What follows belongs to an exercise in optimizing a design on an open flow for small area; a production flow would make more cautious choices.
Function not checked in this run: the RTL went through the layout flow alone.
Power is estimated from default activity; no workload was simulated.

File: design/flow/run.sh
#!/bin/bash
# synth_recipe.tcl (not shown) runs the flow's synth.tcl, then flattens the netlist and writes it again
# the make line also repeats each setting of config.mk as NAME=value (left out here)
make -C /OpenROAD-flow-scripts/flow DESIGN_CONFIG=/design/flow/config.mk WORK_HOME=/design/flow/orfs CLKGATE_MAP_FILE= SYNTH_SCRIPT=/design/flow/synth_recipe.tcl finish
File: design/flow/config.mk
export PLATFORM = sky130hd
export DESIGN_NAME = connect_four
export DESIGN_NICKNAME = connect_four
export VERILOG_FILES = /design/flow/design.v
export SDC_FILE = /design/flow/constraint.sdc
export NUM_CORES = 4
export LEC_CHECK = 0
export CAP_MARGIN = 20
export CORE_MARGIN = 2
export CORE_UTILIZATION = 40
export PLACE_DENSITY = 0.6
export SLEW_MARGIN = 20
File: design/flow/constraint.sdc
create_clock -name core_clock -period 10.0 [get_ports {clock}]
set_input_delay 2.0000 -clock core_clock [delete_from_list [all_inputs] [get_ports {clock}]]
set_output_delay 2.0000 -clock core_clock [all_outputs]
set_load 0.01 [all_outputs]
File: design/flow/design.v
`timescale 1ns / 1ps
module debounce_one_shot(
    input CLK,
    input EN,
    input RST,
    input BTN,
    output logic DB_BTN
    );
    logic       ph;
    logic [5:0] c;
    wire forced = ph & c[5] & c[4] & c[2];       
    wire last0  = ~ph & c[4] & c[3] & c[0];      
    wire wrap1  = forced & c[1];                 
    wire adv    = forced | (BTN ^ ph);
    assign DB_BTN = forced & ~c[1] & ~c[0];      
    always_ff @(posedge CLK) begin
        if (RST) begin
            ph <= 1'b1;
            c  <= 6'd54;
        end else if (EN) begin
            if (!adv)
                c <= 6'd0;
            else if (last0 | wrap1) begin
                ph <= ~ph;
                c  <= 6'd0;
            end else
                c <= c + 6'd1;
        end
    end
endmodule
`timescale 1ns / 1ps
module position_mover(
    input RBTN,
    input LBTN,
    input clock,
    input en,
    input reset,
    input rst,
    output [2:0] columnPosition
    );
    logic [2:0] position;
    always_ff @(posedge clock) begin
        if (reset)
            position <= 3'b011;
        else if (en) begin
            if (rst)
                position <= 3'b011;
            else if (RBTN && !LBTN && !(position[2] && position[1]))
                position <= position + 3'd1;
            else if (LBTN && !RBTN && position != 3'd0)
                position <= position - 3'd1;
        end
    end
    assign columnPosition = position;
endmodule
`timescale 1ns / 1ps
module game_state(
    input clock,
    input en,
    input reset,
    input rst,
    input select,
    input [2:0] columnPosition,
    output logic [7:0] green_driver,
    output logic [7:0] blue_driver,
    output logic [7:0] row_driver
    );
    logic       turn;
    logic [2:0] topPos;
    logic       topTurn;
    logic [2:0] scan;
    wire clr = reset | (en & rst);
    always_ff @(posedge clock) begin
        if (reset | (en & rst))
            turn <= 1'b0;
        else if (en & select)
            turn <= ~turn;
    end
    always_ff @(posedge clock) begin
        if (reset) begin
            topPos  <= 3'd7;
            topTurn <= 1'b0;
            scan    <= 3'd0;
        end else if (en) begin
            topPos  <= columnPosition;
            topTurn <= turn;
            scan    <= scan + 3'd1;
        end
    end
    genvar gc;
    generate
        for (gc = 0; gc < 7; gc++) begin : col
            logic [5:0] cw;
            logic og, ob;
            wire [5:0] p = {1'b0, cw[5], |cw[5:4], |cw[5:3], |cw[5:2], |cw[5:1]};
            wire [5:0] t = cw & ~p;
            wire [5:0] push;
            assign push[0] = cw[0] & (turn | ~t[0]);
            assign push[1] = t[0] | (cw[1] & (turn | ~t[1]));
            assign push[2] = t[1] | (cw[2] & (turn | ~t[2]));
            assign push[3] = t[2] | (cw[3] & (turn | ~t[3]));
            assign push[4] = t[3] | (cw[4] & (turn | ~t[4]));
            assign push[5] = t[4] | cw[5];
            wire drop = en & select & (columnPosition == gc);
            always_ff @(posedge clock) begin
                if (clr) begin
                    cw <= 6'b000001;
                    og <= 1'b0;
                    ob <= 1'b0;
                end else if (drop) begin
                    cw <= push;
                    og <= og | (cw[5] & ~turn);
                    ob <= ob | (cw[5] & turn);
                end
            end
            logic litG, litB;
            always_comb begin
                case (scan)
                    3'd0: begin litG = (topPos == gc) & ~topTurn; litB = (topPos == gc) & topTurn; end
                    3'd1: begin litG = 1'b0; litB = 1'b0; end
                    3'd2: begin litG = og; litB = ob; end
                    3'd3: begin litG = p[4] & ~cw[4]; litB = p[4] & cw[4]; end
                    3'd4: begin litG = p[3] & ~cw[3]; litB = p[3] & cw[3]; end
                    3'd5: begin litG = p[2] & ~cw[2]; litB = p[2] & cw[2]; end
                    3'd6: begin litG = p[1] & ~cw[1]; litB = p[1] & cw[1]; end
                    default: begin litG = p[0] & ~cw[0]; litB = p[0] & cw[0]; end
                endcase
            end
            assign green_driver[7 - gc] = ~litG;
            assign blue_driver[7 - gc]  = ~litB;
        end
    endgenerate
    assign green_driver[0] = 1'b1;
    assign blue_driver[0]  = 1'b1;
    assign row_driver = 8'd1 << scan;
endmodule
`timescale 1ns / 1ps
`timescale 1ns / 1ps
module connect_four(
    input clock,
    input reset,                        
    input rbtn, lbtn, mbtn, bbtn,
    output logic [7:0] row, greenColumn, blueColumn
    );
    logic tick, db_mbtn, db_bbtn, db_lbtn, db_rbtn;
    logic [2:0] position;
    clk_div MYCLOCK (.clk(clock), .reset(reset), .sclk(tick));
    debounce_one_shot debouncer1 (.CLK(clock), .EN(tick), .RST(reset), .BTN(mbtn), .DB_BTN(db_mbtn));
    debounce_one_shot debouncer2 (.CLK(clock), .EN(tick), .RST(reset), .BTN(bbtn), .DB_BTN(db_bbtn));
    debounce_one_shot debouncer3 (.CLK(clock), .EN(tick), .RST(reset), .BTN(rbtn), .DB_BTN(db_rbtn));
    debounce_one_shot debouncer4 (.CLK(clock), .EN(tick), .RST(reset), .BTN(lbtn), .DB_BTN(db_lbtn));
    position_mover mover (
        .RBTN(db_rbtn), .LBTN(db_lbtn), .rst(db_bbtn),
        .clock(clock), .en(tick), .reset(reset),
        .columnPosition(position)
    );
    game_state game (
        .clock(clock), .en(tick), .reset(reset),
        .rst(db_bbtn), .select(db_mbtn), .columnPosition(position),
        .green_driver(greenColumn), .blue_driver(blueColumn), .row_driver(row)
    );
endmodule
module clk_div (
    input clk,
    input reset,
    output sclk
    );
    logic [6:0] cnt;
    assign sclk = cnt[6] & cnt[5] & cnt[4] & cnt[3] & cnt[0];
    always_ff @(posedge clk) begin
        if (reset)
            cnt <= 7'd61;
        else if (sclk)
            cnt <= 7'd0;
        else
            cnt <= cnt + 7'd1;
    end
endmodule
==> qor.txt <==
postcts setup bufs: 0
register area share after synthesis: 35.6%
CP max FO: 17
register area: 2040 sq um
Final Wtd Congestion: 0.934
GR Overflow Total: 0
Worst EP required: 8.00 ns
max-slew violation count: 0
drt wl/cell: 17.0 um
share of layout cells above drive strength 1: 5.85%
initial core utilization: 41.2%
crit path time final: 5.35 ns
pwr/cell area: 166 nW/um^2
pin count of the biggest net entering global routing: 51
Syn Std Cell Area: 5740 sq um
Die H: 124 um
I/O Pins: 30
status: no timing/DRC/antenna violations
1st-iter DRT viols: 618
Reg clk slew, reported paths: 0.06 ns
Post-synth top cells: 102 x dfxtp_1, 81 x nor2_1, 66 x nand2_1, 54 x a21oi_1, 54 x nand3_1
final worst-path cycle share: 53.5%
RSZ-0062 raised after global routing: no
setup_tns: 0 ns
total iterations of the first detailed-routing run: 7
DR DRC count: 0
number of synthesized flops with an enable pin: 0
Final Hold Viols: 0
Worst Hold Depth: 1
async set-or-reset flop fraction in the synthesized netlist: 0%
area of the core: 13900 sq um
Synth Instances: 733
ant diodes: 0
prevailing post-synth register cell: dfxtp_1
TritonCTS clock tree: built
fmax: 0.187 GHz
Area Overhead vs Synth: 11.0%
number of H-tree levels: 3
Multi-input gate area: 3400 sq um
die footprint: 15300 sq um
top cell type's share of synthesized area: 35.6%
Least-Margin Pin Slew: 0.954 ns
VDD IR max: 0.000110 V
Vias/cell: 6.08
Design Power: 1.05 mW
count of input and output buffers: 27
post-synthesis register bit count: 102
Layout Skew: 0.00846 ns
initial antenna violation count: 0
Die X: 124 um
Skew-Pair Late Insertion Delay: 0.35 ns
most frequent cell after synthesis: dfxtp_1
CTS Root Cell: clkbuf_16
Critical Path AT: 3.35 ns
Mapped Avg Cell Area: 7.82 sq um
num rows: 43
Yosys top cell by area: dfxtp_1
startpoint types: flop
CTS Hold Buffers Added: 0
All-Layer GR Usage: 21.4%
clk buf depth: 2
synth unique cells: 71
Static Leak: 2.20 nW
worst reg2reg path startpoint: MYCLOCK.cnt[3]
crit path kind: reg2out
kind of end point of the critical path: primary output
CTS sink cnt: 102
Nets: 753
Hold Path Origin: MYCLOCK.cnt[0]
TritonCTS buffer count: 9
CTS resizes: 0
Worst Hold Class: reg2reg
Reg2Reg Capture Point: debouncer3.c[3]
FILL cells: 1390
r2r worst-path depth: 4
hold endpoint: MYCLOCK.cnt[0]
Slew headroom: 36.2%
drt total wl: 15.5 mm
DP HPWL: 10.5 mm
YS warnings: 4
top post-synthesis cells by area: dfxtp_1 36%, nor2_1 5.3%, a21oi_1 4.7%
max-cap violations: 0
Final Setup Violations: 0
global-route wire length before repair: 25.7 mm
R2R Setup Slk: 7.68 ns
Post-DRT Antenna Nets: 0
via count: 5562
vias in the first global route: 5061
-- state kept, by name, indices dropped and copies added (netlist names), 6 cells and up --
signal	flops
game.col.og	7
debouncer2.c	6
game.col.ob	7
debouncer4.c	6
debouncer3.c	6
MYCLOCK.cnt	7
game.col.cw	42
debouncer1.c	6
-- cell type report --
type                    count  share of cell area [%]
repair buffers             33                    4.95
inverters                  19                    1.12
clock buffers              12                    3.87
multi-input cells         565                    53.4
well taps                 180                    3.54
flip-flops and latches    102                    32.1
clock inverters             4                    1.10
-- kinds of logic (layout without fill, tap and decap cells) --
family	Yosys count	count (layout)	share of synthesized area (%)
AND/OR/NAND/NOR	327	327	29.5
AO/OA/AOI/OAI	209	209	24.3
flip-flops	102	102	35.6
buffers and inverters	67	68	5.24
adder cells (fa/ha/maj)	17	17	3.71
XOR/XNOR	8	8	1.22
multiplexers	2	2	0.371
other	1	2	0.0654
-- power by group --
group / total [mW] / leakage [nW] / internal, mW / switching (mW)
registers: 0.468 / 0.825 / 0.430 / 0.0373
logic: 0.208 / 1.21 / 0.0836 / 0.124
clock network: 0.379 / 0.157 / 0.226 / 0.153
total: 1.05 / 2.20 / 0.740 / 0.315
-- how the worst max path moves through the flow --
stage                  from              to
3_5_place_dp   game.scan[2]  greenColumn[3]
5_1_grt        game.scan[2]  greenColumn[3]
6_report       game.scan[2]  greenColumn[3]
4_1_cts        game.scan[2]  greenColumn[3]
2_1_floorplan  game.scan[2]   blueColumn[6]
3_3_place_gp   game.scan[2]  greenColumn[3]
-- cell usage in the layout (no fill, tap or decap), types with 8 or more instances in the layout --
master and n:
nor2b_1 8, inv_1 19, nor3_1 17, a21oi_1 54, nand2b_1 13, nand3_1 54
nand2_1 66, a31oi_1 27, ha_1 17, o21ai_0 44, dfxtp_1 102, nor2_1 81
clkdlybuf4s50_1 27, clkbuf_16 9, o22ai_1 12, and3_1 10, o31ai_1 8, nand4_1 14
or3_1 11, a221o_1 8
-- metal layers --
| metal | wire length [um] | global-route usage (%) | up-vias |
|---|---|---|---|
| met5 | 0 | 0 | - |
| met3 | 882 | 5.40 | 29 |
| li1 | - | - | 2704 |
| met1 | 7010 | 28.2 | 2666 |
| met2 | 7360 | 34.5 | 163 |
| met4 | 285 | 6.75 | 0 |
-- worst max-delay path, cell delays in order, from the launching register on --
cell and delay [ns]:
dfxtp_1 0.72, inv_1 0.10, ha_1 0.47, or4_1 0.82
nor2_1 0.17, nand2_1 0.06, o311ai_0 0.08, a21oi_1 0.09
clkdlybuf4s50_1 0.49
-- per-stage QoR --
step	util (%)	instances	hold WS [ns]	cell area (sq um)	setup slack, ns
2_1_floorplan	-	734	0.408	5740	5.96
6_report	45.7	915	0.450	6370	4.65
3_3_place_gp	43.4	899	0.438	6050	5.17
4_1_cts	45.7	915	0.460	6370	4.71
3_5_place_dp	43.4	899	0.443	6050	5.09
5_1_grt	45.7	915	0.488	6370	4.45

## re-timing with driven ports
No port has a modelled driver above. Below, the same layout with a new extraction and two added sets of constraints.
Step 1 sets driving cells, clkbuf_16 on the clock port and buf_2 on the other inputs (assumed; they add their load-dependent delay and slew).
Step 2 adds t to the input delays and takes it off the output delays; t is the mean of the earliest and latest rising clock arrival at the registers after step 1. Input paths then give back, and output paths get back, about the clock's delay inside the block.
Slacks: no drivers / after step 1 / after step 2; pairs: no drivers / after step 1.
t (ns): 0.388
slack for setup (ns): 4.654 / 4.613 / 5.001
worst setup path at the end: register to output
worst register clock-pin slew, ns: 0.07 / 0.07
worst data-port slew with drivers (ns): 0.03
After both steps setup and hold are still met in this run. For this run, drivers alone change the setup slack by -0.041 ns; drivers and shift together by +0.347 ns.
